From an optimization exercise on the open Yosys and OpenROAD flow, aimed at small area, a short achievable clock period and few clock cycles; shortcuts taken in it are not production practice. RTL that was checked went through simulation tests only; none was proved equivalent to the original. Only the layout flow was run in run 3; the RTL was not checked for function there.

==> flow/config.mk <==
export PLATFORM = sky130hd
export DESIGN_NAME = kmeans_top
export DESIGN_NICKNAME = kmeans_top
export VERILOG_FILES = /design/flow/design.v
export SDC_FILE = /design/flow/constraint.sdc
export NUM_CORES = 8
export LEC_CHECK = 0
export ABC_CLOCK_PERIOD_IN_PS = 9000
export CAP_MARGIN = 20
export CORE_MARGIN = 2
export CORE_UTILIZATION = 65
export PLACE_DENSITY = 0.85
export SLEW_MARGIN = 20
export SYNTH_HIERARCHICAL = 1
==> flow/constraint.sdc <==
create_clock -name core_clock -period 40.0 [get_ports {clk}]
set_input_delay 8.0000 -clock core_clock [delete_from_list [all_inputs] [get_ports {clk}]]
set_output_delay 8.0000 -clock core_clock [all_outputs]
set_load 0.01 [all_outputs]
==> flow/design.v <==
module sqdist (
    input  [31:0] pn,    
    input  [31:0] c,
    output [17:0] d
);
    wire w1 = ~(c[0] ^ pn[0]);
    wire w2 = c[0] | pn[0];
    wire w3, w4;
    kfa f5 (.a(c[1]), .b(pn[1]), .c(w2), .s(w3), .co(w4));
    wire w6, w7;
    kfa f8 (.a(c[2]), .b(pn[2]), .c(w4), .s(w6), .co(w7));
    wire w9, w10;
    kfa f11 (.a(c[3]), .b(pn[3]), .c(w7), .s(w9), .co(w10));
    wire w12, w13;
    kfa f14 (.a(c[4]), .b(pn[4]), .c(w10), .s(w12), .co(w13));
    wire w15, w16;
    kfa f17 (.a(c[5]), .b(pn[5]), .c(w13), .s(w15), .co(w16));
    wire w18, w19;
    kfa f20 (.a(c[6]), .b(pn[6]), .c(w16), .s(w18), .co(w19));
    wire w21, w22;
    kfa f23 (.a(c[7]), .b(pn[7]), .c(w19), .s(w21), .co(w22));
    wire w24 = c[7] ^ pn[7] ^ w22;
    wire w25 = w1 & w3;
    wire w26 = w1 & w6;
    wire w27 = w1 & w9;
    wire w28 = w1 & w12;
    wire w29 = w1 & w15;
    wire w30 = w1 & w18;
    wire w31 = w1 & w21;
    wire w32 = w3 & w6;
    wire w33 = w3 & w9;
    wire w34 = w3 & w12;
    wire w35 = w3 & w15;
    wire w36 = w3 & w18;
    wire w37 = w3 & w21;
    wire w38 = w6 & w9;
    wire w39 = w6 & w12;
    wire w40 = w6 & w15;
    wire w41 = w6 & w18;
    wire w42 = w6 & w21;
    wire w43 = w9 & w12;
    wire w44 = w9 & w15;
    wire w45 = w9 & w18;
    wire w46 = w9 & w21;
    wire w47 = w12 & w15;
    wire w48 = w12 & w18;
    wire w49 = w12 & w21;
    wire w50 = w15 & w18;
    wire w51 = w15 & w21;
    wire w52 = w18 & w21;
    wire w53 = ~(w24 & w1);
    wire w54 = ~(w24 & w3);
    wire w55 = ~(w24 & w6);
    wire w56 = ~(w24 & w9);
    wire w57 = ~(w24 & w12);
    wire w58 = ~(w24 & w15);
    wire w59 = ~(w24 & w18);
    wire w60 = ~(w24 & w21);
    wire w61 = ~(c[8] ^ pn[8]);
    wire w62 = c[8] | pn[8];
    wire w63, w64;
    kfa f65 (.a(c[9]), .b(pn[9]), .c(w62), .s(w63), .co(w64));
    wire w66, w67;
    kfa f68 (.a(c[10]), .b(pn[10]), .c(w64), .s(w66), .co(w67));
    wire w69, w70;
    kfa f71 (.a(c[11]), .b(pn[11]), .c(w67), .s(w69), .co(w70));
    wire w72, w73;
    kfa f74 (.a(c[12]), .b(pn[12]), .c(w70), .s(w72), .co(w73));
    wire w75, w76;
    kfa f77 (.a(c[13]), .b(pn[13]), .c(w73), .s(w75), .co(w76));
    wire w78, w79;
    kfa f80 (.a(c[14]), .b(pn[14]), .c(w76), .s(w78), .co(w79));
    wire w81, w82;
    kfa f83 (.a(c[15]), .b(pn[15]), .c(w79), .s(w81), .co(w82));
    wire w84 = c[15] ^ pn[15] ^ w82;
    wire w85 = w61 & w63;
    wire w86 = w61 & w66;
    wire w87 = w61 & w69;
    wire w88 = w61 & w72;
    wire w89 = w61 & w75;
    wire w90 = w61 & w78;
    wire w91 = w61 & w81;
    wire w92 = w63 & w66;
    wire w93 = w63 & w69;
    wire w94 = w63 & w72;
    wire w95 = w63 & w75;
    wire w96 = w63 & w78;
    wire w97 = w63 & w81;
    wire w98 = w66 & w69;
    wire w99 = w66 & w72;
    wire w100 = w66 & w75;
    wire w101 = w66 & w78;
    wire w102 = w66 & w81;
    wire w103 = w69 & w72;
    wire w104 = w69 & w75;
    wire w105 = w69 & w78;
    wire w106 = w69 & w81;
    wire w107 = w72 & w75;
    wire w108 = w72 & w78;
    wire w109 = w72 & w81;
    wire w110 = w75 & w78;
    wire w111 = w75 & w81;
    wire w112 = w78 & w81;
    wire w113 = ~(w84 & w61);
    wire w114 = ~(w84 & w63);
    wire w115 = ~(w84 & w66);
    wire w116 = ~(w84 & w69);
    wire w117 = ~(w84 & w72);
    wire w118 = ~(w84 & w75);
    wire w119 = ~(w84 & w78);
    wire w120 = ~(w84 & w81);
    wire w121 = ~(c[16] ^ pn[16]);
    wire w122 = c[16] | pn[16];
    wire w123, w124;
    kfa f125 (.a(c[17]), .b(pn[17]), .c(w122), .s(w123), .co(w124));
    wire w126, w127;
    kfa f128 (.a(c[18]), .b(pn[18]), .c(w124), .s(w126), .co(w127));
    wire w129, w130;
    kfa f131 (.a(c[19]), .b(pn[19]), .c(w127), .s(w129), .co(w130));
    wire w132, w133;
    kfa f134 (.a(c[20]), .b(pn[20]), .c(w130), .s(w132), .co(w133));
    wire w135, w136;
    kfa f137 (.a(c[21]), .b(pn[21]), .c(w133), .s(w135), .co(w136));
    wire w138, w139;
    kfa f140 (.a(c[22]), .b(pn[22]), .c(w136), .s(w138), .co(w139));
    wire w141, w142;
    kfa f143 (.a(c[23]), .b(pn[23]), .c(w139), .s(w141), .co(w142));
    wire w144 = c[23] ^ pn[23] ^ w142;
    wire w145 = w121 & w123;
    wire w146 = w121 & w126;
    wire w147 = w121 & w129;
    wire w148 = w121 & w132;
    wire w149 = w121 & w135;
    wire w150 = w121 & w138;
    wire w151 = w121 & w141;
    wire w152 = w123 & w126;
    wire w153 = w123 & w129;
    wire w154 = w123 & w132;
    wire w155 = w123 & w135;
    wire w156 = w123 & w138;
    wire w157 = w123 & w141;
    wire w158 = w126 & w129;
    wire w159 = w126 & w132;
    wire w160 = w126 & w135;
    wire w161 = w126 & w138;
    wire w162 = w126 & w141;
    wire w163 = w129 & w132;
    wire w164 = w129 & w135;
    wire w165 = w129 & w138;
    wire w166 = w129 & w141;
    wire w167 = w132 & w135;
    wire w168 = w132 & w138;
    wire w169 = w132 & w141;
    wire w170 = w135 & w138;
    wire w171 = w135 & w141;
    wire w172 = w138 & w141;
    wire w173 = ~(w144 & w121);
    wire w174 = ~(w144 & w123);
    wire w175 = ~(w144 & w126);
    wire w176 = ~(w144 & w129);
    wire w177 = ~(w144 & w132);
    wire w178 = ~(w144 & w135);
    wire w179 = ~(w144 & w138);
    wire w180 = ~(w144 & w141);
    wire w181 = ~(c[24] ^ pn[24]);
    wire w182 = c[24] | pn[24];
    wire w183, w184;
    kfa f185 (.a(c[25]), .b(pn[25]), .c(w182), .s(w183), .co(w184));
    wire w186, w187;
    kfa f188 (.a(c[26]), .b(pn[26]), .c(w184), .s(w186), .co(w187));
    wire w189, w190;
    kfa f191 (.a(c[27]), .b(pn[27]), .c(w187), .s(w189), .co(w190));
    wire w192, w193;
    kfa f194 (.a(c[28]), .b(pn[28]), .c(w190), .s(w192), .co(w193));
    wire w195, w196;
    kfa f197 (.a(c[29]), .b(pn[29]), .c(w193), .s(w195), .co(w196));
    wire w198, w199;
    kfa f200 (.a(c[30]), .b(pn[30]), .c(w196), .s(w198), .co(w199));
    wire w201, w202;
    kfa f203 (.a(c[31]), .b(pn[31]), .c(w199), .s(w201), .co(w202));
    wire w204 = c[31] ^ pn[31] ^ w202;
    wire w205 = w181 & w183;
    wire w206 = w181 & w186;
    wire w207 = w181 & w189;
    wire w208 = w181 & w192;
    wire w209 = w181 & w195;
    wire w210 = w181 & w198;
    wire w211 = w181 & w201;
    wire w212 = w183 & w186;
    wire w213 = w183 & w189;
    wire w214 = w183 & w192;
    wire w215 = w183 & w195;
    wire w216 = w183 & w198;
    wire w217 = w183 & w201;
    wire w218 = w186 & w189;
    wire w219 = w186 & w192;
    wire w220 = w186 & w195;
    wire w221 = w186 & w198;
    wire w222 = w186 & w201;
    wire w223 = w189 & w192;
    wire w224 = w189 & w195;
    wire w225 = w189 & w198;
    wire w226 = w189 & w201;
    wire w227 = w192 & w195;
    wire w228 = w192 & w198;
    wire w229 = w192 & w201;
    wire w230 = w195 & w198;
    wire w231 = w195 & w201;
    wire w232 = w198 & w201;
    wire w233 = ~(w204 & w181);
    wire w234 = ~(w204 & w183);
    wire w235 = ~(w204 & w186);
    wire w236 = ~(w204 & w189);
    wire w237 = ~(w204 & w192);
    wire w238 = ~(w204 & w195);
    wire w239 = ~(w204 & w198);
    wire w240 = ~(w204 & w201);
    wire w241, w242;
    kfa f243 (.a(w1), .b(w61), .c(w121), .s(w241), .co(w242));
    wire w244, w245;
    kfa f246 (.a(w3), .b(w63), .c(w123), .s(w244), .co(w245));
    wire w247, w248;
    kfa f249 (.a(w183), .b(w25), .c(w85), .s(w247), .co(w248));
    wire w250, w251;
    kfa f252 (.a(w145), .b(w205), .c(w244), .s(w250), .co(w251));
    wire w253, w254;
    kfa f255 (.a(w245), .b(w248), .c(w26), .s(w253), .co(w254));
    wire w256, w257;
    kfa f258 (.a(w86), .b(w146), .c(w206), .s(w256), .co(w257));
    wire w259, w260;
    kfa f261 (.a(w251), .b(w253), .c(w256), .s(w259), .co(w260));
    wire w262, w263;
    kfa f264 (.a(w6), .b(w66), .c(w126), .s(w262), .co(w263));
    wire w265, w266;
    kfa f267 (.a(w186), .b(w32), .c(w92), .s(w265), .co(w266));
    wire w268, w269;
    kfa f270 (.a(w152), .b(w212), .c(w262), .s(w268), .co(w269));
    wire w271, w272;
    kfa f273 (.a(w27), .b(w87), .c(w147), .s(w271), .co(w272));
    wire w274, w275;
    kfa f276 (.a(w207), .b(w254), .c(w257), .s(w274), .co(w275));
    wire w277, w278;
    kfa f279 (.a(w265), .b(w268), .c(w260), .s(w277), .co(w278));
    wire w280, w281;
    kfa f282 (.a(w271), .b(w274), .c(w277), .s(w280), .co(w281));
    wire w283, w284;
    kfa f285 (.a(w263), .b(w33), .c(w93), .s(w283), .co(w284));
    wire w286, w287;
    kfa f288 (.a(w153), .b(w213), .c(w266), .s(w286), .co(w287));
    wire w289, w290;
    kfa f291 (.a(w269), .b(w28), .c(w88), .s(w289), .co(w290));
    wire w292, w293;
    kfa f294 (.a(w148), .b(w208), .c(w272), .s(w292), .co(w293));
    wire w295, w296;
    kfa f297 (.a(w275), .b(w283), .c(w286), .s(w295), .co(w296));
    wire w298, w299;
    kfa f300 (.a(w278), .b(w289), .c(w292), .s(w298), .co(w299));
    wire w301, w302;
    kfa f303 (.a(w295), .b(w281), .c(w298), .s(w301), .co(w302));
    wire w304, w305;
    kfa f306 (.a(w9), .b(w69), .c(w129), .s(w304), .co(w305));
    wire w307, w308;
    kfa f309 (.a(w189), .b(w38), .c(w98), .s(w307), .co(w308));
    wire w310, w311;
    kfa f312 (.a(w158), .b(w218), .c(w304), .s(w310), .co(w311));
    wire w313, w314;
    kfa f315 (.a(w34), .b(w94), .c(w154), .s(w313), .co(w314));
    wire w316, w317;
    kfa f318 (.a(w214), .b(w284), .c(w287), .s(w316), .co(w317));
    wire w319, w320;
    kfa f321 (.a(w307), .b(w29), .c(w89), .s(w319), .co(w320));
    wire w322, w323;
    kfa f324 (.a(w149), .b(w209), .c(w290), .s(w322), .co(w323));
    wire w325, w326;
    kfa f327 (.a(w293), .b(w310), .c(w296), .s(w325), .co(w326));
    wire w328, w329;
    kfa f330 (.a(w313), .b(w316), .c(w299), .s(w328), .co(w329));
    wire w331, w332;
    kfa f333 (.a(w319), .b(w322), .c(w325), .s(w331), .co(w332));
    wire w334, w335;
    kfa f336 (.a(w302), .b(w328), .c(w331), .s(w334), .co(w335));
    wire w337, w338;
    kfa f339 (.a(w305), .b(w39), .c(w99), .s(w337), .co(w338));
    wire w340, w341;
    kfa f342 (.a(w159), .b(w219), .c(w308), .s(w340), .co(w341));
    wire w343, w344;
    kfa f345 (.a(w311), .b(w35), .c(w95), .s(w343), .co(w344));
    wire w346, w347;
    kfa f348 (.a(w155), .b(w215), .c(w314), .s(w346), .co(w347));
    wire w349, w350;
    kfa f351 (.a(w317), .b(w337), .c(w340), .s(w349), .co(w350));
    wire w352, w353;
    kfa f354 (.a(w30), .b(w90), .c(w150), .s(w352), .co(w353));
    wire w355, w356;
    kfa f357 (.a(w210), .b(w320), .c(w323), .s(w355), .co(w356));
    wire w358, w359;
    kfa f360 (.a(w326), .b(w343), .c(w346), .s(w358), .co(w359));
    wire w361, w362;
    kfa f363 (.a(w349), .b(w329), .c(w352), .s(w361), .co(w362));
    wire w364, w365;
    kfa f366 (.a(w355), .b(w332), .c(w358), .s(w364), .co(w365));
    wire w367, w368;
    kfa f369 (.a(w361), .b(w335), .c(w364), .s(w367), .co(w368));
    wire w370, w371;
    kfa f372 (.a(w12), .b(w72), .c(w132), .s(w370), .co(w371));
    wire w373, w374;
    kfa f375 (.a(w192), .b(w43), .c(w103), .s(w373), .co(w374));
    wire w376, w377;
    kfa f378 (.a(w163), .b(w223), .c(w370), .s(w376), .co(w377));
    wire w379, w380;
    kfa f381 (.a(w40), .b(w100), .c(w160), .s(w379), .co(w380));
    wire w382, w383;
    kfa f384 (.a(w220), .b(w338), .c(w341), .s(w382), .co(w383));
    wire w385, w386;
    kfa f387 (.a(w373), .b(w36), .c(w96), .s(w385), .co(w386));
    wire w388, w389;
    kfa f390 (.a(w156), .b(w216), .c(w344), .s(w388), .co(w389));
    wire w391, w392;
    kfa f393 (.a(w347), .b(w376), .c(w350), .s(w391), .co(w392));
    wire w394, w395;
    kfa f396 (.a(w379), .b(w382), .c(w31), .s(w394), .co(w395));
    wire w397, w398;
    kfa f399 (.a(w91), .b(w151), .c(w211), .s(w397), .co(w398));
    wire w400, w401;
    kfa f402 (.a(w353), .b(w356), .c(w359), .s(w400), .co(w401));
    wire w403, w404;
    kfa f405 (.a(w385), .b(w388), .c(w391), .s(w403), .co(w404));
    wire w406, w407;
    kfa f408 (.a(w362), .b(w394), .c(w397), .s(w406), .co(w407));
    wire w409, w410;
    kfa f411 (.a(w365), .b(w400), .c(w403), .s(w409), .co(w410));
    wire w412, w413;
    kfa f414 (.a(w406), .b(w368), .c(w409), .s(w412), .co(w413));
    wire w415, w416;
    kfa f417 (.a(w371), .b(w44), .c(w104), .s(w415), .co(w416));
    wire w418, w419;
    kfa f420 (.a(w164), .b(w224), .c(w374), .s(w418), .co(w419));
    wire w421, w422;
    kfa f423 (.a(w377), .b(w41), .c(w101), .s(w421), .co(w422));
    wire w424, w425;
    kfa f426 (.a(w161), .b(w221), .c(w380), .s(w424), .co(w425));
    wire w427, w428;
    kfa f429 (.a(w383), .b(w415), .c(w418), .s(w427), .co(w428));
    wire w430, w431;
    kfa f432 (.a(w37), .b(w97), .c(w157), .s(w430), .co(w431));
    wire w433, w434;
    kfa f435 (.a(w217), .b(w386), .c(w389), .s(w433), .co(w434));
    wire w436, w437;
    kfa f438 (.a(w392), .b(w421), .c(w424), .s(w436), .co(w437));
    wire w439, w440;
    kfa f441 (.a(w427), .b(w53), .c(w113), .s(w439), .co(w440));
    wire w442, w443;
    kfa f444 (.a(w173), .b(w233), .c(w395), .s(w442), .co(w443));
    wire w445, w446;
    kfa f447 (.a(w398), .b(w401), .c(w430), .s(w445), .co(w446));
    wire w448, w449;
    kfa f450 (.a(w433), .b(w404), .c(w436), .s(w448), .co(w449));
    wire w451, w452;
    kfa f453 (.a(w439), .b(w442), .c(w407), .s(w451), .co(w452));
    wire w454, w455;
    kfa f456 (.a(w445), .b(w448), .c(w410), .s(w454), .co(w455));
    wire w457, w458;
    kfa f459 (.a(w451), .b(w413), .c(w454), .s(w457), .co(w458));
    wire w460, w461;
    kfa f462 (.a(w15), .b(w75), .c(w135), .s(w460), .co(w461));
    wire w463, w464;
    kfa f465 (.a(w195), .b(w47), .c(w107), .s(w463), .co(w464));
    wire w466, w467;
    kfa f468 (.a(w167), .b(w227), .c(w460), .s(w466), .co(w467));
    wire w469, w470;
    kfa f471 (.a(w45), .b(w105), .c(w165), .s(w469), .co(w470));
    wire w472, w473;
    kfa f474 (.a(w225), .b(w416), .c(w419), .s(w472), .co(w473));
    wire w475, w476;
    kfa f477 (.a(w463), .b(w42), .c(w102), .s(w475), .co(w476));
    wire w478, w479;
    kfa f480 (.a(w162), .b(w222), .c(w422), .s(w478), .co(w479));
    wire w481, w482;
    kfa f483 (.a(w425), .b(w466), .c(w428), .s(w481), .co(w482));
    wire w484, w485;
    kfa f486 (.a(w469), .b(w472), .c(w54), .s(w484), .co(w485));
    wire w487, w488;
    kfa f489 (.a(w114), .b(w174), .c(w234), .s(w487), .co(w488));
    wire w490, w491;
    kfa f492 (.a(w431), .b(w434), .c(w437), .s(w490), .co(w491));
    wire w493, w494;
    kfa f495 (.a(w475), .b(w478), .c(w481), .s(w493), .co(w494));
    wire w496, w497;
    kfa f498 (.a(w440), .b(w443), .c(w484), .s(w496), .co(w497));
    wire w499, w500;
    kfa f501 (.a(w487), .b(w446), .c(w449), .s(w499), .co(w500));
    wire w502, w503;
    kfa f504 (.a(w490), .b(w493), .c(w452), .s(w502), .co(w503));
    wire w505, w506;
    kfa f507 (.a(w496), .b(w499), .c(w455), .s(w505), .co(w506));
    wire w508, w509;
    kfa f510 (.a(w502), .b(w458), .c(w505), .s(w508), .co(w509));
    wire w511, w512;
    kfa f513 (.a(1'b1), .b(w461), .c(w48), .s(w511), .co(w512));
    wire w514, w515;
    kfa f516 (.a(w108), .b(w168), .c(w228), .s(w514), .co(w515));
    wire w517, w518;
    kfa f519 (.a(w464), .b(w467), .c(w46), .s(w517), .co(w518));
    wire w520, w521;
    kfa f522 (.a(w106), .b(w166), .c(w226), .s(w520), .co(w521));
    wire w523, w524;
    kfa f525 (.a(w470), .b(w473), .c(w511), .s(w523), .co(w524));
    wire w526, w527;
    kfa f528 (.a(w514), .b(w55), .c(w115), .s(w526), .co(w527));
    wire w529, w530;
    kfa f531 (.a(w175), .b(w235), .c(w476), .s(w529), .co(w530));
    wire w532, w533;
    kfa f534 (.a(w479), .b(w482), .c(w517), .s(w532), .co(w533));
    wire w535, w536;
    kfa f537 (.a(w520), .b(w523), .c(w485), .s(w535), .co(w536));
    wire w538, w539;
    kfa f540 (.a(w488), .b(w526), .c(w529), .s(w538), .co(w539));
    wire w541, w542;
    kfa f543 (.a(w491), .b(w494), .c(w532), .s(w541), .co(w542));
    wire w544, w545;
    kfa f546 (.a(w497), .b(w535), .c(w538), .s(w544), .co(w545));
    wire w547, w548;
    kfa f549 (.a(w500), .b(w541), .c(w503), .s(w547), .co(w548));
    wire w550, w551;
    kfa f552 (.a(w544), .b(w506), .c(w547), .s(w550), .co(w551));
    wire w553, w554;
    kfa f555 (.a(w18), .b(w78), .c(w138), .s(w553), .co(w554));
    wire w556, w557;
    kfa f558 (.a(w198), .b(w50), .c(w110), .s(w556), .co(w557));
    wire w559, w560;
    kfa f561 (.a(w170), .b(w230), .c(w553), .s(w559), .co(w560));
    wire w562, w563;
    kfa f564 (.a(w49), .b(w109), .c(w169), .s(w562), .co(w563));
    wire w565, w566;
    kfa f567 (.a(w229), .b(w512), .c(w515), .s(w565), .co(w566));
    wire w568, w569;
    kfa f570 (.a(w556), .b(w56), .c(w116), .s(w568), .co(w569));
    wire w571, w572;
    kfa f573 (.a(w176), .b(w236), .c(w518), .s(w571), .co(w572));
    wire w574, w575;
    kfa f576 (.a(w521), .b(w559), .c(w524), .s(w574), .co(w575));
    wire w577, w578;
    kfa f579 (.a(w562), .b(w565), .c(w527), .s(w577), .co(w578));
    wire w580, w581;
    kfa f582 (.a(w530), .b(w568), .c(w571), .s(w580), .co(w581));
    wire w583, w584;
    kfa f585 (.a(w533), .b(w574), .c(w536), .s(w583), .co(w584));
    wire w586, w587;
    kfa f588 (.a(w539), .b(w577), .c(w580), .s(w586), .co(w587));
    wire w589, w590;
    kfa f591 (.a(w542), .b(w583), .c(w545), .s(w589), .co(w590));
    wire w592, w593;
    kfa f594 (.a(w586), .b(w548), .c(w589), .s(w592), .co(w593));
    wire w595, w596;
    kfa f597 (.a(w554), .b(w51), .c(w111), .s(w595), .co(w596));
    wire w598, w599;
    kfa f600 (.a(w171), .b(w231), .c(w557), .s(w598), .co(w599));
    wire w601, w602;
    kfa f603 (.a(w560), .b(w57), .c(w117), .s(w601), .co(w602));
    wire w604, w605;
    kfa f606 (.a(w177), .b(w237), .c(w563), .s(w604), .co(w605));
    wire w607, w608;
    kfa f609 (.a(w566), .b(w595), .c(w598), .s(w607), .co(w608));
    wire w610, w611;
    kfa f612 (.a(w569), .b(w572), .c(w601), .s(w610), .co(w611));
    wire w613, w614;
    kfa f615 (.a(w604), .b(w575), .c(w607), .s(w613), .co(w614));
    wire w616, w617;
    kfa f618 (.a(w578), .b(w581), .c(w610), .s(w616), .co(w617));
    wire w619, w620;
    kfa f621 (.a(w613), .b(w584), .c(w587), .s(w619), .co(w620));
    wire w622, w623;
    kfa f624 (.a(w616), .b(w590), .c(w619), .s(w622), .co(w623));
    wire w625, w626;
    kfa f627 (.a(w21), .b(w81), .c(w141), .s(w625), .co(w626));
    wire w628, w629;
    kfa f630 (.a(w201), .b(w52), .c(w112), .s(w628), .co(w629));
    wire w631, w632;
    kfa f633 (.a(w172), .b(w232), .c(w625), .s(w631), .co(w632));
    wire w634, w635;
    kfa f636 (.a(w58), .b(w118), .c(w178), .s(w634), .co(w635));
    wire w637, w638;
    kfa f639 (.a(w238), .b(w596), .c(w599), .s(w637), .co(w638));
    wire w640, w641;
    kfa f642 (.a(w628), .b(w602), .c(w605), .s(w640), .co(w641));
    wire w643, w644;
    kfa f645 (.a(w631), .b(w634), .c(w637), .s(w643), .co(w644));
    wire w646, w647;
    kfa f648 (.a(w608), .b(w611), .c(w640), .s(w646), .co(w647));
    wire w649, w650;
    kfa f651 (.a(w643), .b(w614), .c(w617), .s(w649), .co(w650));
    wire w652, w653;
    kfa f654 (.a(w646), .b(w620), .c(w649), .s(w652), .co(w653));
    wire w655, w656;
    kfa f657 (.a(w626), .b(w59), .c(w119), .s(w655), .co(w656));
    wire w658, w659;
    kfa f660 (.a(w179), .b(w239), .c(w629), .s(w658), .co(w659));
    wire w661, w662;
    kfa f663 (.a(w632), .b(w635), .c(w638), .s(w661), .co(w662));
    wire w664, w665;
    kfa f666 (.a(w655), .b(w658), .c(w641), .s(w664), .co(w665));
    wire w667, w668;
    kfa f669 (.a(w644), .b(w661), .c(w647), .s(w667), .co(w668));
    wire w670, w671;
    kfa f672 (.a(w664), .b(w650), .c(w667), .s(w670), .co(w671));
    wire w673, w674;
    kfa f675 (.a(w24), .b(w84), .c(w144), .s(w673), .co(w674));
    wire w676, w677;
    kfa f678 (.a(w204), .b(w60), .c(w120), .s(w676), .co(w677));
    wire w679, w680;
    kfa f681 (.a(w180), .b(w240), .c(w673), .s(w679), .co(w680));
    wire w682, w683;
    kfa f684 (.a(w656), .b(w659), .c(w676), .s(w682), .co(w683));
    wire w685, w686;
    kfa f687 (.a(w662), .b(w679), .c(w682), .s(w685), .co(w686));
    wire w688, w689;
    kfa f690 (.a(w665), .b(w685), .c(w668), .s(w688), .co(w689));
    wire w691, w692;
    kfa f693 (.a(w674), .b(w677), .c(w680), .s(w691), .co(w692));
    wire w694, w695;
    kfa f696 (.a(w683), .b(w691), .c(w686), .s(w694), .co(w695));
    wire [17:0] ra = {w689, w671, w653, w623, w593, w551, w509, w508, w457, w412, w367, w334, w301, w280, w259, w247, w242, w181};
    wire [17:0] rb = {w694, w688, w670, w652, w622, w592, w550, 1'b0, 1'b0, 1'b0, 1'b0, 1'b0, 1'b0, 1'b0, 1'b0, w250, 1'b0, w241};
    assign d = ra + rb;
endmodule
module kfa (input a, input b, input c, output s, output co);
    assign s = a ^ b ^ c;
    assign co = (a & b) | (a & c) | (b & c);
endmodule
module kha (input a, input b, output s, output co);
    assign s = a ^ b;
    assign co = a & b;
endmodule
module kmeans_top #
(
    parameter K = 8,
    parameter D = 4,
    parameter W = 8,
    parameter N = 128
)
(
    input clk,
    input rst,
    input start,
    input signed [D*W-1:0] point_flat,
    input signed [K*D*W-1:0] init_centroid_flat,
    output done,
    output [6:0] point_addr,
    output signed [K*D*W-1:0] final_centroid_flat
);
    localparam PASS_LEN = 140;    
    reg        run;        
    reg        done_r;
    reg        conv_q;     
    reg [7:0]  t;          
    wire idle = ~run & ~done_r;
    wire load = idle & start;
    reg [K*D*W-1:0] cen;   
    assign final_centroid_flat = cen;
    assign done = done_r;
    assign point_addr = t[6:0];
    reg [31:0] p0;
    reg        v1;         
    always @(posedge clk) p0 <= point_flat;
    wire [31:0] pn = ~p0;
    wire [17:0] dst [0:K-1];
    genvar gk, gd;
    generate for (gk = 0; gk < K; gk = gk + 1) begin : g_dist
        sqdist u_sq (.pn(pn), .c(cen[gk*32 +: 32]), .d(dst[gk]));
    end endgenerate
    reg [17:0] dq [0:K-1];
    reg [31:0] p1;
    reg        v2;
    integer i;
    always @(posedge clk) begin
        for (i = 0; i < K; i = i + 1) dq[i] <= dst[i];
        p1 <= p0;
    end
    wire        c1a = dq[1] < dq[0];
    wire        c1b = dq[3] < dq[2];
    wire        c1c = dq[5] < dq[4];
    wire        c1d = dq[7] < dq[6];
    wire [17:0] m1a = c1a ? dq[1] : dq[0];
    wire [17:0] m1b = c1b ? dq[3] : dq[2];
    wire [17:0] m1c = c1c ? dq[5] : dq[4];
    wire [17:0] m1d = c1d ? dq[7] : dq[6];
    wire        c2a = m1b < m1a;
    wire        c2b = m1d < m1c;
    wire [17:0] m2a = c2a ? m1b : m1a;
    wire [17:0] m2b = c2b ? m1d : m1c;
    wire [1:0]  i2a = c2a ? {1'b1, c1b} : {1'b0, c1a};
    wire [1:0]  i2b = c2b ? {1'b1, c1d} : {1'b0, c1c};
    wire        c3  = m2b < m2a;
    wire [2:0]  best = c3 ? {1'b1, i2b} : {1'b0, i2a};
    reg  [2:0]  rsel;
    reg  [K-1:0] roh;      
    reg  [31:0] p2;
    reg         v3;
    reg         drv;       
    always @(posedge clk) begin
        rsel <= v2 ? best : (t[2:0] - 3'd2);    
        roh  <= {{K-1{1'b0}}, 1'b1} << (v2 ? best : (t[2:0] - 3'd2));
        p2 <= p1;
    end
    integer d;
    reg [14:0]  sum [0:K-1][0:D-1];
    reg [6:0]   m   [0:K-1];
    reg [K-1:0] fresh;
    wire [K-1:0] rsg = roh & ~fresh;
    reg  [14:0] rs [0:D-1];
    reg  [6:0]  rm;
    integer rk;
    always @(*) begin
        for (d = 0; d < D; d = d + 1) begin
            rs[d] = 15'd0;
            for (rk = 0; rk < K; rk = rk + 1)
                rs[d] = rs[d] | (sum[rk][d] & {15{rsg[rk]}});
        end
        rm = 7'd0;
        for (rk = 0; rk < K; rk = rk + 1)
            rm = rm | (m[rk] & {7{rsg[rk]}});
    end
    wire       rf = |(roh & fresh);
    wire [14:0] acc [0:D-1];
    genvar ga;
    generate for (gd = 0; gd < D; gd = gd + 1) begin : g_acc
        wire [14:0] x  = rs[gd];
        wire [7:0]  pu = {~p2[gd*8+7], p2[gd*8 +: 7]};
        wire [15:0] k;
        kha u_h0 (.a(x[0]), .b(pu[0]), .s(acc[gd][0]), .co(k[1]));
        for (ga = 1; ga < 8; ga = ga + 1) begin : g_lo
            kfa u_fa (.a(x[ga]), .b(pu[ga]), .c(k[ga]), .s(acc[gd][ga]), .co(k[ga+1]));
        end
        for (ga = 8; ga < 15; ga = ga + 1) begin : g_hi
            kha u_ha (.a(x[ga]), .b(k[ga]), .s(acc[gd][ga]), .co(k[ga+1]));
        end
        assign k[0] = 1'b0;
    end endgenerate
    always @(posedge clk) begin
        for (rk = 0; rk < K; rk = rk + 1)
            if (v3 && roh[rk]) begin
                for (d = 0; d < D; d = d + 1)
                    sum[rk][d] <= acc[d];
                m[rk] <= rf ? 7'd0 : rm + 7'd1;
            end
    end
    localparam [7:0] FASTMASK = 8'b00001011;
    reg [14:0] da [0:D-1];
    reg [6:0]  dam;
    reg        dae;        
    reg        dav;
    reg [2:0]  daj;
    reg [14:0] db [0:D-1];
    reg [6:0]  dbm;
    reg        dbe;
    reg        dbv;
    reg [2:0]  dbj;
    wire [14:0] dq_out [0:D-1];    
    genvar gs, gb;
    generate for (gd = 0; gd < D; gd = gd + 1) begin : g_div
        wire [14:0] ch [0:8];      
        assign ch[0] = rs[gd];
        for (gs = 0; gs < 8; gs = gs + 1) begin : g_step
            wire [14:0] r  = (gs == 3) ? da[gd] : (gs == 6) ? db[gd] : ch[gs];
            wire [6:0]  mn = (gs < 3) ? ~rm : (gs < 6) ? ~dam : ~dbm;    
            wire [7:0]  tt = r[14:7];                                    
            wire [6:0]  df;        
            wire        q;         
            if (FASTMASK[gs]) begin : g_fast
                wire [8:0] sm = {1'b0, tt} + {2'b01, mn};
                assign df = sm[6:0];
                assign q  = sm[8];
            end else begin : g_ripple
                wire [7:0] k;
                assign df[0] = tt[0] ^ mn[0];
                assign k[1]  = tt[0] & mn[0];
                for (gb = 1; gb < 7; gb = gb + 1) begin : g_b
                    kfa u_fa (.a(tt[gb]), .b(mn[gb]), .c(k[gb]), .s(df[gb]), .co(k[gb+1]));
                end
                assign k[0] = 1'b0;
                assign q = tt[7] | k[7];
            end
            assign ch[gs+1] = q ? {df, r[6:0], 1'b1} : {r[13:7], r[6:0], 1'b0};
        end
        assign dq_out[gd] = ch[8];
        always @(posedge clk) begin
            da[gd] <= ch[3];
            db[gd] <= ch[6];
        end
    end endgenerate
    always @(posedge clk) begin
        dam <= rm;  dae <= rf;  daj <= rsel;
        dbm <= dam; dbe <= dae; dbj <= daj;
    end
    wire [31:0] c0 = cen[31:0];
    reg  [31:0] cin;
    always @(*) begin : g_dc
        reg [7:0] q;
        for (d = 0; d < D; d = d + 1) begin
            q = dq_out[d][7:0];    
            cin[d*8 +: 8] = dbe ? c0[d*8 +: 8]
                          : {~q[7], q[6:0]} + {7'd0, ~q[7] & (dq_out[d][14:8] != 7'd0)};
        end
    end
    reg  chg;              
    wire cmp_now = (cin != c0);
    wire last_shift = dbv & (dbj == 3'd7);
    wire cen_sh   = dbv & ~load;
    wire cen_hold = ~load & ~dbv;
    always @(posedge clk)
        cen <= (init_centroid_flat & {K*D*W{load}})
             | ({cin, cen[K*D*W-1:32]} & {K*D*W{cen_sh}})
             | (cen & {K*D*W{cen_hold}});
    always @(posedge clk) begin
        if (rst) begin
            run <= 1'b0; done_r <= 1'b0; conv_q <= 1'b0; t <= 8'd0;
            v1 <= 1'b0; v2 <= 1'b0; v3 <= 1'b0; drv <= 1'b0; dav <= 1'b0; dbv <= 1'b0;
        end else begin
            done_r <= 1'b0;
            conv_q <= run & last_shift & ~(chg | cmp_now);
            if (load) begin
                run <= 1'b1; t <= 8'd0;
                v1 <= 1'b0; v2 <= 1'b0; v3 <= 1'b0; drv <= 1'b0; dav <= 1'b0; dbv <= 1'b0;
            end else if (run) begin
                if (conv_q) begin
                    run <= 1'b0; done_r <= 1'b1;
                    v1 <= 1'b0; v2 <= 1'b0; v3 <= 1'b0; drv <= 1'b0; dav <= 1'b0; dbv <= 1'b0;
                end else begin
                    t   <= (t == PASS_LEN-1) ? 8'd0 : t + 8'd1;
                    v1  <= (t < 128);
                    v2  <= v1;
                    v3  <= v2;
                    drv <= (t >= 130) & (t <= 137);
                    dav <= drv;
                    dbv <= dav;
                end
            end
        end
    end
    always @(posedge clk) begin
        if (run && t == 0) fresh <= {K{1'b1}};
        else if (v3) fresh <= fresh & ~roh;
        if (dbv) chg <= (dbj == 3'd0) ? cmp_now : (chg | cmp_now);
    end
endmodule
==> flow/flow/run.sh <==
#!/bin/bash
# Layout flow: the standard synthesis unchanged, then the standard
# layout steps, with
#  - the timing repair asked to leave SETUP_SLACK_MARGIN ns of setup slack,
#    i.e. to aim at a shorter period than the constraint's 40 ns;
#  - small port buffers (every port still gets its own buffer);
#  - clock tree synthesis without dummy loads.
set -euo pipefail
MARGIN=30.6
CTS="-sink_clustering_enable -repair_clock_nets -dont_use_dummy_load -sink_clustering_size 24 -sink_clustering_max_diameter 120"
bash standard.sh synth > synth.log 2>&1
sed "s|CLKGATE_MAP_FILE= |CLKGATE_MAP_FILE= SETUP_SLACK_MARGIN=$MARGIN 'BUFFER_PORTS_ARGS=-buffer_cell sky130_fd_sc_hd__buf_1' 'CTS_ARGS=$CTS' |" standard.sh > layout.sh
bash layout.sh > layout.log 2>&1
==> flow/standard.sh <==
#!/bin/bash
# synth_recipe.tcl (not shown) runs the flow's synth.tcl, then flattens the netlist and writes it again
# the make line also repeats each setting of config.mk as NAME=value (left out here)
make -C /OpenROAD-flow-scripts/flow DESIGN_CONFIG=/design/flow/config.mk WORK_HOME=/design/flow/orfs CLKGATE_MAP_FILE= SYNTH_SCRIPT=/design/flow/synth_recipe.tcl "${@:-finish}"
==> impl_metrics.csv, run 1 <==
group,metric,value,unit
floorplanning,core.rowCount,139,
logic_synthesis,synth_nets,9932,
floorplanning,start_util,0.6560,
critical_path,cp_slowest_cell,"dfxtp_2",
sta,fmax,0.1063,GHz
logic_synthesis,seq_area_frac_synth,0.3135,
drt,dr_total_vias,68560,
logic_synthesis,yosys-top-cells-count,"fa_1 (1600), and2_1 (691), dfxtp_1 (674)",
clocking,ctsRootBufferMaster,"clkbuf_16",
logic_synthesis,ys_ff_latch,1211,
sta,final.setup_skew,0.1033,ns
global_routing,track_usage,0.4591,
placement,hpwlAfterDp,254400,um
placement,portBuffers,554,
drt,ant_nets,0,
critical_path,critPathCaptureType,"output port",
logic_synthesis,synth_top_family_by_area,"adder cells",
floorplanning,ioPinCount,555,
final_layout,drive_above_1_share,0.1070,
sta,fin_crit,9.409,ns
final_layout,syn_to_final_growth,8.856,%
run_status,status,"no timing/DRC/antenna violations",
clocking,numCtsBuffers,60,
sta,final.setup.tns,0,ns
logic_synthesis,synthSimpleGateAreaFrac,0.1181,
sta,max_slew.worst_pin.slew,1.218,ns
clocking,insertion_delay,0.77,ns
logic_synthesis,synth-warning-count,19,
logic_synthesis,yosysTopAreaCellShare,0.3391,
clocking,cts_tree,"built",
drt,wire_per_inst,32.84,um
critical_path,path_max_fanout,4,
clocking,cts.path.max_buffers,3,
logic_synthesis,synth_compound_area_frac,0.07420,
logic_synthesis,avgSynthCellArea,12.32,um2
logic_synthesis,synth_edf_count,537,
critical_path,cp_data_arrival_time,1.41,ns
sta,rsz0062_at_grt,"false",
logic_synthesis,ys_types,92,
logic_synthesis,synth-xor-area-share,0.02689,
critical_path,path_buf_inv,1,
critical_path,crit_type,"reg2out",
sta,max_slew_margin,0.1820,
global_routing,grt_max_degree,226,
floorplanning,core,0.1440,mm2
final_layout,fill_cells,9691,
logic_synthesis,synth_area_leaders,"fa_1 (34%), edfxtp_1 (17%), dfxtp_1 (14%)",
run,drv_cap,0,
clocking,clock_sinks,1211,
logic_synthesis,synthMuxAreaShare,0.05505,
min_path,hold_path.class,"reg2reg",
final_layout,fin_util,0.7141,
drt,drtPass1Iterations,8,
drt,drc,0,
global_routing,globalRouteOverflowTotal,0,
floorplanning,die_x,385.2,um
sta,slew_violations,0,
critical_path,worst_setup_path_start_kind,"flip-flop",
drt,viasPerCell,6.667,
placement,place_congestion,1.044,
sta,finalCritPeriodShare,0.2352,
logic_synthesis,yosysMostFrequentCell,"fa_1",
critical_path,path_delay_family,"flip-flops",
clocking,h-tree-depth,2,
logic_synthesis,synthArstFlopShare,0,
sta,hold_viol_final,0,
critical_path,slowest_delay,0.47,ns
global_routing,grt_pass1_vias,70460,
logic_synthesis,synth_ff_type,"dfxtp_1",
critical_path,worstPathCellList,"buf_1",
logic_synthesis,yosysTopAreaCell,"fa_1",
floorplanning,die-height,385.2,um
global_routing,grt_pass1_wl,481400,um
sta,setup_viol,0,
global_routing,grt_antenna_before_repair,51,
floorplanning,dieArea,0.1484,mm2
final_layout,nNetsFinal,10600,
logic_synthesis,synthCells,7667,
critical_path,cp.required,32.00,ns
logic_synthesis,syn_area,0.09446,mm2
drt,drt-initial-drc-count,7938,
clocking,clk_pin_slew,0.11,ns
logic_synthesis,synthAdderAreaFrac,0.3886,
drt,drt_wl_total,337700,um
==> final cells by class <==
class | count | area, um2 | area share
multi-input cells | 5894 | 62960 | 0.6123
flip-flops and latches | 1211 | 30140 | 0.2931
repair buffers | 785 | 4263 | 0.04146
well taps | 1903 | 2381 | 0.02316
clock buffers | 60 | 1501 | 0.01460
inverters | 386 | 1475 | 0.01435
diodes | 44 | 110.1 | 0.001071
==> layout by cell type (no fill, tap or decap), types with 21 or more instances in the layout <==
cell type	netlist	routed
a21o_1	47	47
a21oi_1	195	187
a22oi_1	265	265
and2_1	691	681
and4_1	24	22
buf_1	26	504
buf_2	4	25
buf_4	11	196
buf_6	5	21
clkbuf_16	0	60
dfxtp_1	674	457
dfxtp_2	0	117
dfxtp_4	0	100
diode_2	0	44
edfxtp_1	537	537
fa_1	1600	1600
ha_1	374	374
inv_1	382	368
mux2_2	160	160
mux2i_1	320	320
nand2_1	642	639
nand3_1	51	51
nand4_1	91	91
nor2_1	184	179
nor2b_1	250	247
nor3_1	49	49
o21ai_0	348	344
o21bai_1	33	33
xnor2_1	198	193
xor2_1	92	91
==> per-layer routing <==
metal / track usage / up-vias / wire [um]
met5: 0 / - / 538
met1: 0.5512 / 34470 / 110600
met2: 0.6366 / 5305 / 139800
met3: 0.2057 / 1422 / 52250
met4: 0.3756 / 52 / 34540
li1: - / 27310 / -
==> stage by stage <==
| stage | instance area [um2] | std cells | worst slack (ns) | hold slack [ns] |
|---|---|---|---|---|
| 2_1_floorplan | 94480 | 7667 | 30.61 | 0.3096 |
| 3_3_place_gp | 99160 | 10070 | 30.10 | 0.3100 |
| 3_5_place_dp | 99170 | 10070 | 29.84 | 0.3121 |
| 4_1_cts | 101700 | 10160 | 30.60 | 0.2867 |
| 5_1_grt | 102700 | 10250 | 30.52 | 0.3093 |
| 6_report | 102800 | 10280 | 30.59 | 0.2755 |
==> state kept, by name (all words and copies together), names as in the netlist, 7 cells and up <==
signal  flops
dq        144
m          56
t           8
fresh       8
roh         8
sum       480
dam         7
db         60
cen       256
p0         32
p2         32
da         60
dbm         7
p1         32
==> path summary, 6_finish.rpt <==
| check | startpoint | end | slack [ns] | cells after the start |
|---|---|---|---|---|
| hold reg to reg | daj[0] | dbj[0] | 0.28 | 0 |
| setup reg to reg | dam[0] | db[2][11] | 30.77 | 27 |
| setup / recovery | cen[216] | final_centroid_flat[216] | 30.59 | 1 |
| hold / removal | daj[0] | dbj[0] | 0.28 | 0 |
==> modules after synthesis (local to each module, per instance) <==
module / area [um2] / copies in the design / flops+latches
kmeans_top: 49730 / 1 / 1211
kha: 12.51 / 32 / 0
sqdist: 1568 / 8 / 0
kfa: 20.02 / 1588 / 0
==> cells by family (layout without fill, tap and decap cells) <==
logic type	Yosys count	count (layout)
buffers and inverters	564	1231
flip-flops	1211	1211
other	8	52
AND/OR/NAND/NOR	2091	2093
AO/OA/AOI/OAI	1034	1034
adder cells (fa/ha/maj)	1974	1974
XOR/XNOR	290	290
multiplexers	495	495
==> timing repair <==
item	CTS	global route
cloned	2	0
setup endpoints to repair	277	198
hold buffers	0	0
gates resized for setup	385	115
buffers inserted	35	75
pin swaps	2	13
Testbench counts, summed over its fixed seeds: cycles 132,252.
==> run 2: changes to the inputs <==
--- a/flow/config.mk
+++ b/flow/config.mk
@@ -11,3 +11,4 @@
 export CORE_UTILIZATION = 65
-export PLACE_DENSITY = 0.85
+export GPL_ROUTABILITY_DRIVEN = 0
+export PLACE_DENSITY = 0.95
 export SLEW_MARGIN = 20
==> impl_metrics.csv, run 2 <==
group,metric,value,unit
run_status,status,"did not finish",
run_status,failing_step,"global routing",
run_status,error_line,"[ERROR GRT-0232] Routing congestion too high. Check the congestion heatmap in the GUI.",
logic_synthesis,seq_area_frac_synth,0.3135,
clocking,h-tree-depth,2,
logic_synthesis,ys_types,92,
floorplanning,ioPinCount,555,
logic_synthesis,avgSynthCellArea,12.32,um2
logic_synthesis,yosysTopAreaCell,"fa_1",
logic_synthesis,synth_edf_count,537,
clocking,cts.path.max_buffers,3,
global_routing,grt_max_degree,119,
global_routing,track_usage,0.6175,
clocking,clock_sinks,1211,
logic_synthesis,synthCells,7667,
floorplanning,core.rowCount,139,
logic_synthesis,yosysMostFrequentCell,"fa_1",
floorplanning,die_x,385.2,um
logic_synthesis,synth-warning-count,19,
logic_synthesis,yosys-top-cells-count,"fa_1 (1600), and2_1 (691), dfxtp_1 (674)",
floorplanning,start_util,0.6560,
sta,worst_endpoint_kind,"output port",
logic_synthesis,synthArstFlopShare,0,
logic_synthesis,yosysTopAreaCellShare,0.3391,
logic_synthesis,ys_ff_latch,1211,
sta,crit_endpoint,"final_centroid_flat[180]",
logic_synthesis,synth_nets,9932,
logic_synthesis,synth_area_leaders,"fa_1 (34%), edfxtp_1 (17%), dfxtp_1 (14%)",
logic_synthesis,syn_area,0.09446,mm2
logic_synthesis,synth_ff_type,"dfxtp_1",
placement,place_area,0.09920,mm2
clocking,numCtsBuffers,60,
global_routing,globalRouteOverflowTotal,97,
placement,dp_cells,10080,
clocking,ctsRootBufferMaster,"clkbuf_16",
placement,hpwlAfterDp,261700,um
placement,portBuffers,554,
floorplanning,die-height,385.2,um
==> run 2: layer usage <==
layer	overflow	global-route usage
met1	3	0.5947
met2	37	0.7655
met3	9	0.5121
met4	48	0.5884
met5	0	0.3255
==> run 2: metrics by stage <==
| step | hold WS, ns | worst slack, ns |
|---|---|---|
| CTS | 0.3114 | 30.58 |
| detailed placement | 0.3121 | 29.07 |
| global placement | 0.3096 | 29.25 |
| floorplan | 0.3096 | 30.61 |
==> run 2: worst max-delay path by stage <==
stage | from | to | slack, ns | cells past startpoint
3_3_place_gp | start | cen[46] | 29.25 | 6
4_1_cts | cen[183] | final_centroid_flat[183] | 30.58 | 1
2_1_floorplan | start | cen[172] | 30.61 | 8
3_5_place_dp | start | cen[37] | 29.07 | 6
==> run 2: cell families after synthesis <==
kind of cell,Yosys count,share of synthesized area
AO/OA/AOI/OAI,1034,0.07420
XOR/XNOR,290,0.02689
other,8,0.0003179
multiplexers,495,0.05505
flip-flops,1211,0.3135
adder cells (fa/ha/maj),1974,0.3886
AND/OR/NAND/NOR,2091,0.1181
buffers and inverters,564,0.02330
==> run 2: modules after synthesis (local to each module, per instance) <==
module	times used	cells
kfa	1588	1
kmeans_top	1	4087
kha	32	1
sqdist	8	245
==> run 2: what timing repair did <==
action,in CTS
setup buffers,59
resized for setup,480
hold buffers,0
pin swaps,9
cloned,3
setup endpoints to repair,398
==> run 3: changes to the inputs <==
--- a/flow/design.v
+++ b/flow/design.v
@@ -529,6 +529,2 @@
 endmodule
-module kha (input a, input b, output s, output co);
-    assign s = a ^ b;
-    assign co = a & b;
-endmodule
 module kmeans_top #
@@ -595,3 +591,2 @@
     reg  [2:0]  rsel;
-    reg  [K-1:0] roh;      
     reg  [31:0] p2;
@@ -601,6 +596,4 @@
         rsel <= v2 ? best : (t[2:0] - 3'd2);    
-        roh  <= {{K-1{1'b0}}, 1'b1} << (v2 ? best : (t[2:0] - 3'd2));
         p2 <= p1;
     end
-    integer d;
     reg [14:0]  sum [0:K-1][0:D-1];
@@ -608,41 +601,26 @@
     reg [K-1:0] fresh;
-    wire [K-1:0] rsg = roh & ~fresh;
-    reg  [14:0] rs [0:D-1];
-    reg  [6:0]  rm;
-    integer rk;
-    always @(*) begin
-        for (d = 0; d < D; d = d + 1) begin
-            rs[d] = 15'd0;
-            for (rk = 0; rk < K; rk = rk + 1)
-                rs[d] = rs[d] | (sum[rk][d] & {15{rsg[rk]}});
-        end
-        rm = 7'd0;
-        for (rk = 0; rk < K; rk = rk + 1)
-            rm = rm | (m[rk] & {7{rsg[rk]}});
-    end
-    wire       rf = |(roh & fresh);
-    wire [14:0] acc [0:D-1];
-    genvar ga;
-    generate for (gd = 0; gd < D; gd = gd + 1) begin : g_acc
-        wire [14:0] x  = rs[gd];
-        wire [7:0]  pu = {~p2[gd*8+7], p2[gd*8 +: 7]};
-        wire [15:0] k;
-        kha u_h0 (.a(x[0]), .b(pu[0]), .s(acc[gd][0]), .co(k[1]));
-        for (ga = 1; ga < 8; ga = ga + 1) begin : g_lo
-            kfa u_fa (.a(x[ga]), .b(pu[ga]), .c(k[ga]), .s(acc[gd][ga]), .co(k[ga+1]));
-        end
-        for (ga = 8; ga < 15; ga = ga + 1) begin : g_hi
-            kha u_ha (.a(x[ga]), .b(k[ga]), .s(acc[gd][ga]), .co(k[ga+1]));
-        end
-        assign k[0] = 1'b0;
+    wire [14:0] rs [0:D-1];
+    generate for (gd = 0; gd < D; gd = gd + 1) begin : g_rs
+        assign rs[gd] = sum[rsel][gd];
     end endgenerate
+    wire [6:0] rm = m[rsel];
+    wire       rf = fresh[rsel];
+    integer d;
     always @(posedge clk) begin
-        for (rk = 0; rk < K; rk = rk + 1)
-            if (v3 && roh[rk]) begin
-                for (d = 0; d < D; d = d + 1)
-                    sum[rk][d] <= acc[d];
-                m[rk] <= rf ? 7'd0 : rm + 7'd1;
-            end
-    end
-    localparam [7:0] FASTMASK = 8'b00001011;
+        if (v3) begin
+            for (d = 0; d < D; d = d + 1)
+                sum[rsel][d] <= (rf ? 15'd0 : rs[d]) + {7'd0, ~p2[d*8+7], p2[d*8 +: 7]};
+            m[rsel] <= rf ? 7'd0 : rm + 7'd1;
+        end
+    end
+    function [14:0] divstep;
+        input [14:0] r;
+        input [6:0]  mm;       
+        reg [8:0] diff;
+        begin
+            diff = {1'b0, r[14:7]} + {1'b0, ~{1'b0, mm}};    
+            if (diff[8]) divstep = {diff[6:0], r[6:0], 1'b1};
+            else         divstep = {r[13:7],   r[6:0], 1'b0};
+        end
+    endfunction
     reg [14:0] da [0:D-1];
@@ -652,2 +630,14 @@
     reg [2:0]  daj;
+    always @(posedge clk) begin : g_da
+        reg [14:0] r;
+        integer s;
+        for (d = 0; d < D; d = d + 1) begin
+            r = rs[d];
+            for (s = 0; s < 3; s = s + 1) r = divstep(r, rm);
+            da[d] <= r;
+        end
+        dam <= rm;
+        dae <= rf;
+        daj <= rsel;
+    end
     reg [14:0] db [0:D-1];
@@ -657,38 +647,13 @@
     reg [2:0]  dbj;
-    wire [14:0] dq_out [0:D-1];    
-    genvar gs, gb;
-    generate for (gd = 0; gd < D; gd = gd + 1) begin : g_div
-        wire [14:0] ch [0:8];      
-        assign ch[0] = rs[gd];
-        for (gs = 0; gs < 8; gs = gs + 1) begin : g_step
-            wire [14:0] r  = (gs == 3) ? da[gd] : (gs == 6) ? db[gd] : ch[gs];
-            wire [6:0]  mn = (gs < 3) ? ~rm : (gs < 6) ? ~dam : ~dbm;    
-            wire [7:0]  tt = r[14:7];                                    
-            wire [6:0]  df;        
-            wire        q;         
-            if (FASTMASK[gs]) begin : g_fast
-                wire [8:0] sm = {1'b0, tt} + {2'b01, mn};
-                assign df = sm[6:0];
-                assign q  = sm[8];
-            end else begin : g_ripple
-                wire [7:0] k;
-                assign df[0] = tt[0] ^ mn[0];
-                assign k[1]  = tt[0] & mn[0];
-                for (gb = 1; gb < 7; gb = gb + 1) begin : g_b
-                    kfa u_fa (.a(tt[gb]), .b(mn[gb]), .c(k[gb]), .s(df[gb]), .co(k[gb+1]));
-                end
-                assign k[0] = 1'b0;
-                assign q = tt[7] | k[7];
-            end
-            assign ch[gs+1] = q ? {df, r[6:0], 1'b1} : {r[13:7], r[6:0], 1'b0};
-        end
-        assign dq_out[gd] = ch[8];
-        always @(posedge clk) begin
-            da[gd] <= ch[3];
-            db[gd] <= ch[6];
-        end
-    end endgenerate
-    always @(posedge clk) begin
-        dam <= rm;  dae <= rf;  daj <= rsel;
-        dbm <= dam; dbe <= dae; dbj <= daj;
+    always @(posedge clk) begin : g_db
+        reg [14:0] r;
+        integer s;
+        for (d = 0; d < D; d = d + 1) begin
+            r = da[d];
+            for (s = 0; s < 3; s = s + 1) r = divstep(r, dam);
+            db[d] <= r;
+        end
+        dbm <= dam;
+        dbe <= dae;
+        dbj <= daj;
     end
@@ -697,7 +662,11 @@
     always @(*) begin : g_dc
-        reg [7:0] q;
+        reg [14:0] r;
+        reg [7:0]  q;
+        integer s;
         for (d = 0; d < D; d = d + 1) begin
-            q = dq_out[d][7:0];    
+            r = db[d];
+            for (s = 0; s < 2; s = s + 1) r = divstep(r, dbm);
+            q = r[7:0];    
             cin[d*8 +: 8] = dbe ? c0[d*8 +: 8]
-                          : {~q[7], q[6:0]} + {7'd0, ~q[7] & (dq_out[d][14:8] != 7'd0)};
+                          : {~q[7], q[6:0]} + {7'd0, ~q[7] & (r[14:8] != 7'd0)};
         end
@@ -707,8 +676,8 @@
     wire last_shift = dbv & (dbj == 3'd7);
-    wire cen_sh   = dbv & ~load;
-    wire cen_hold = ~load & ~dbv;
-    always @(posedge clk)
-        cen <= (init_centroid_flat & {K*D*W{load}})
-             | ({cin, cen[K*D*W-1:32]} & {K*D*W{cen_sh}})
-             | (cen & {K*D*W{cen_hold}});
+    always @(posedge clk) begin
+        if (load)
+            cen <= init_centroid_flat;
+        else if (dbv)
+            cen <= {cin, cen[K*D*W-1:32]};
+    end
     always @(posedge clk) begin
@@ -741,3 +710,3 @@
         if (run && t == 0) fresh <= {K{1'b1}};
-        else if (v3) fresh <= fresh & ~roh;
+        else if (v3) fresh[rsel] <= 1'b0;
         if (dbv) chg <= (dbj == 3'd0) ? cmp_now : (chg | cmp_now);
--- a/flow/flow/run.sh
+++ b/flow/flow/run.sh
@@ -8,4 +8,4 @@
 set -euo pipefail
-MARGIN=30.6
-CTS="-sink_clustering_enable -repair_clock_nets -dont_use_dummy_load -sink_clustering_size 24 -sink_clustering_max_diameter 120"
+MARGIN=31
+CTS="-sink_clustering_enable -repair_clock_nets -dont_use_dummy_load"
 bash standard.sh synth > synth.log 2>&1
--- a/flow/config.mk
+++ b/flow/config.mk
@@ -11,4 +11,3 @@
 export CORE_UTILIZATION = 65
-export GPL_ROUTABILITY_DRIVEN = 0
-export PLACE_DENSITY = 0.95
+export PLACE_DENSITY = 0.75
 export SLEW_MARGIN = 20
==> impl_metrics.csv, run 3 <==
group,metric,value,unit
critical_path,path_delay_family,"flip-flops",
floorplanning,core,0.1515,mm2
floorplanning,die-height,394.3,um
sta,hold_viol_final,0,
global_routing,globalRouteOverflowTotal,0,
global_routing,grt_max_degree,87,
drt,ant_nets,0,
logic_synthesis,ys_ff_latch,1203,
sta,max_slew.worst_pin.slew,1.150,ns
drt,dr_total_vias,71500,
critical_path,worstPathCellList,"buf_1",
final_layout,multi_input_area,0.06499,mm2
sta,holdWs,0.3039,ns
placement,place_area,0.1040,mm2
final_layout,top_register,"sum",
drt,drt_wl_total,356700,um
final_layout,syn_to_final_growth,13.84,%
logic_synthesis,ys_types,87,
logic_synthesis,yosysMostFrequentCell,"fa_1",
global_routing,track_usage,0.4595,
clocking,clock_sinks,1203,
logic_synthesis,yosys-top-cells-count,"fa_1 (1476), edfxtp_1 (793), and2_1 (698)",
logic_synthesis,synth-warning-count,13,
final_layout,largest_reg_flops,480,
final_layout,final_area,0.1127,mm2
floorplanning,core.rowCount,143,
sta,setup_viol,0,
min_path,hold_end,"p2[13]",
critical_path,slowest_delay,0.63,ns
clocking,postCtsHoldBufs,0,
drt,drt-initial-drc-count,8577,
logic_synthesis,synthCells,7741,
clocking,ctsRootBufferMaster,"clkbuf_16",
sta,finalCritPeriodShare,0.2395,
logic_synthesis,synthArstFlopShare,0,
clocking,clk_pin_slew,0.06,ns
sta,rsz0062_at_grt,"true",
min_path,holdCritStartpoint,"p1[13]",
critical_path,cp_data_arrival_time,1.58,ns
floorplanning,ioPinCount,555,
critical_path,rr_endpoint,"dq[1][16]",
critical_path,path_buf_inv,1,
critical_path,worst_setup_path_start_kind,"flip-flop",
critical_path,critPathLaunch,"cen[241]",
final_layout,layout_common_cells,"fa_1 (1463), edfxtp_1 (793), and2_1 (697)",
drt,drc,0,
logic_synthesis,synth_ff_type,"edfxtp_1",
drt,viasPerCell,6.561,
critical_path,worstRegToRegCells,24,
min_path,min_path_cells,0,
final_layout,fill_cells,9868,
sta,fin_crit,9.582,ns
drt,drtPass1Iterations,13,
final_layout,nNetsFinal,11100,
logic_synthesis,synth_area_leaders,"fa_1 (30%), edfxtp_1 (24%), dfxtp_1 (8.3%)",
clocking,h-tree-depth,4,
placement,place_congestion,1.031,
global_routing,grt_pass1_wl,503600,um
clocking,cts_tree,"built",
run,drv_cap,0,
drt,wire_per_inst,32.73,um
critical_path,critPathCaptureType,"output port",
sta,max_slew_margin,0.2255,
logic_synthesis,seq_area_frac_synth,0.3233,
sta,slew_violations,0,
logic_synthesis,syn_area,0.09904,mm2
placement,hpwlAfterDp,261600,um
clocking,numCtsBuffers,132,
final_layout,top_regs,"sum: 480 flops, cen: 256 flops, dq: 144 flops",
global_routing,grt_antenna_before_repair,59,
run_status,status,"no timing/DRC/antenna violations",
logic_synthesis,yosysTopAreaCell,"fa_1",
critical_path,cp.required,32.00,ns
critical_path,ff2ff_setup_slack,31.14,ns
sta,final.setup_skew,0.1282,ns
critical_path,cp_slowest_cell,"edfxtp_1",
min_path,hold_path.class,"reg2reg",
logic_synthesis,yosysTopAreaCellShare,0.2984,
logic_synthesis,synth_nets,10010,
critical_path,crit_type,"reg2out",
global_routing,grt_pass1_vias,73380,
final_layout,drive_above_1_share,0.1710,
logic_synthesis,avgSynthCellArea,12.79,um2
clocking,cts.path.max_buffers,3,
critical_path,timing.rr.start,"p0[8]",
sta,fmax,0.1044,GHz
sta,final.setup.tns,0,ns
floorplanning,die_x,394.3,um
floorplanning,dieArea,0.1555,mm2
clocking,insertion_delay,0.83,ns
placement,portBuffers,554,
final_layout,final_common_cell,"fa_1",
floorplanning,start_util,0.6535,
final_layout,regArea,0.03206,mm2
critical_path,path_max_fanout,2,
logic_synthesis,synth_edf_count,793,
[run 3: cell count changes after synthesis, sizes merged, moves of 188 or more]
cell	change
o21ai	-195
mux2	+190
edfxtp	+256
dfxtp	-264
a22oi	-266
mux2i	-188
[run 3: per-stage QoR]
stage,utilization,cells,worst slack (ns)
6_report,0.7440,10900,30.42
5_1_grt,0.7435,10870,30.46
4_1_cts,0.7341,10770,30.45
3_5_place_dp,0.6864,10300,27.68
3_3_place_gp,0.6863,10300,27.74
2_1_floorplan,-,7741,29.05
[run 3: final cells by class]
class	instances	area share
antenna	30	0.0006659
clock buffer	132	0.02930
inverter	510	0.01708
multi-input combinational	5911	0.5764
sequential	1203	0.2844
tap	2030	0.02253
timing repair buffer	1082	0.06964
[run 3: worst max path at each step]
stage | depth (start not counted) | end | slack [ns]
after global placement | 6 | cen[14] | 27.74
after global routing | 1 | final_centroid_flat[241] | 30.46
final | 1 | final_centroid_flat[241] | 30.42
after detailed placement | 6 | cen[29] | 27.68
after CTS | 1 | final_centroid_flat[157] | 30.45
after floorplan | 5 | cen[0] | 29.05
[run 3: logic make-up (layout without fill, tap and decap cells)]
| group | count (synthesis) | in the layout | share of synthesized area |
|---|---|---|---|
| other | 8 | 38 | 0.0003032 |
| buffers and inverters | 629 | 1724 | 0.02484 |
| adder cells (fa/ha/maj) | 1973 | 1973 | 0.3611 |
| AO/OA/AOI/OAI | 749 | 749 | 0.04921 |
| AND/OR/NAND/NOR | 2122 | 2124 | 0.1168 |
| flip-flops | 1203 | 1203 | 0.3233 |
| multiplexers | 633 | 633 | 0.08611 |
| XOR/XNOR | 424 | 424 | 0.03833 |
[run 3: what timing repair did]
item                       CTS  global route
setup buffers              318           100
resized for setup          289           193
setup endpoints to repair  851           555
cloned                      11             3
pin swaps                    2             2
[run 3: metal layers]
metal | wire length, um | GRT usage | vias up
li1 | - | - | 28650
met5 | 606 | 0.009852 | -
met4 | 34090 | 0.3283 | 50
met1 | 121300 | 0.5769 | 36450
met2 | 151400 | 0.6586 | 4932
met3 | 49380 | 0.1699 | 1416
[run 3: Yosys stat by module (local to each module, per instance)]
module / times used / flip-flops and latches / cells inside / area [um2]
kmeans_top: 1 / 1203 / 4333 / 57540
sqdist: 8 / 0 / 246 / 1584
kfa: 1440 / 0 / 1 / 20.02

## what the ideal ports hide
How much do the figures lean on ideal ports? The routed layouts below were timed once more, with nothing changed but the port constraints. Step 1: set_driving_cell puts a clkbuf_16 on clk and a buf_2 on each other input, an assumption about the parent block. Step 2, shift: input delay + t, output delay - t, t = (earliest + latest rising clock arrival at the registers) / 2. This alone moves slack from input paths to output paths. Slacks: ideal / step 1 / step 2; pairs: ideal / step 1.
| run | shift t [ns] | slack for setup (ns) | worst setup path at the end | clock arrival spread, ns | pins driven straight from the clock port |
|---|---|---|---|---|---|
| run 1 | 0.803 | 30.591 / 30.502 / 29.920 | input to register | 0.105 / 0.104 | 1 |
| run 3 | 0.860 | 30.418 / 30.329 / 30.132 | input to register | 0.128 / 0.129 | 1 |
After both steps setup and hold are still met in every run listed. The setup slack of run 1, which loses most, moves by -0.089 ns with the drivers and by -0.671 ns with both steps.
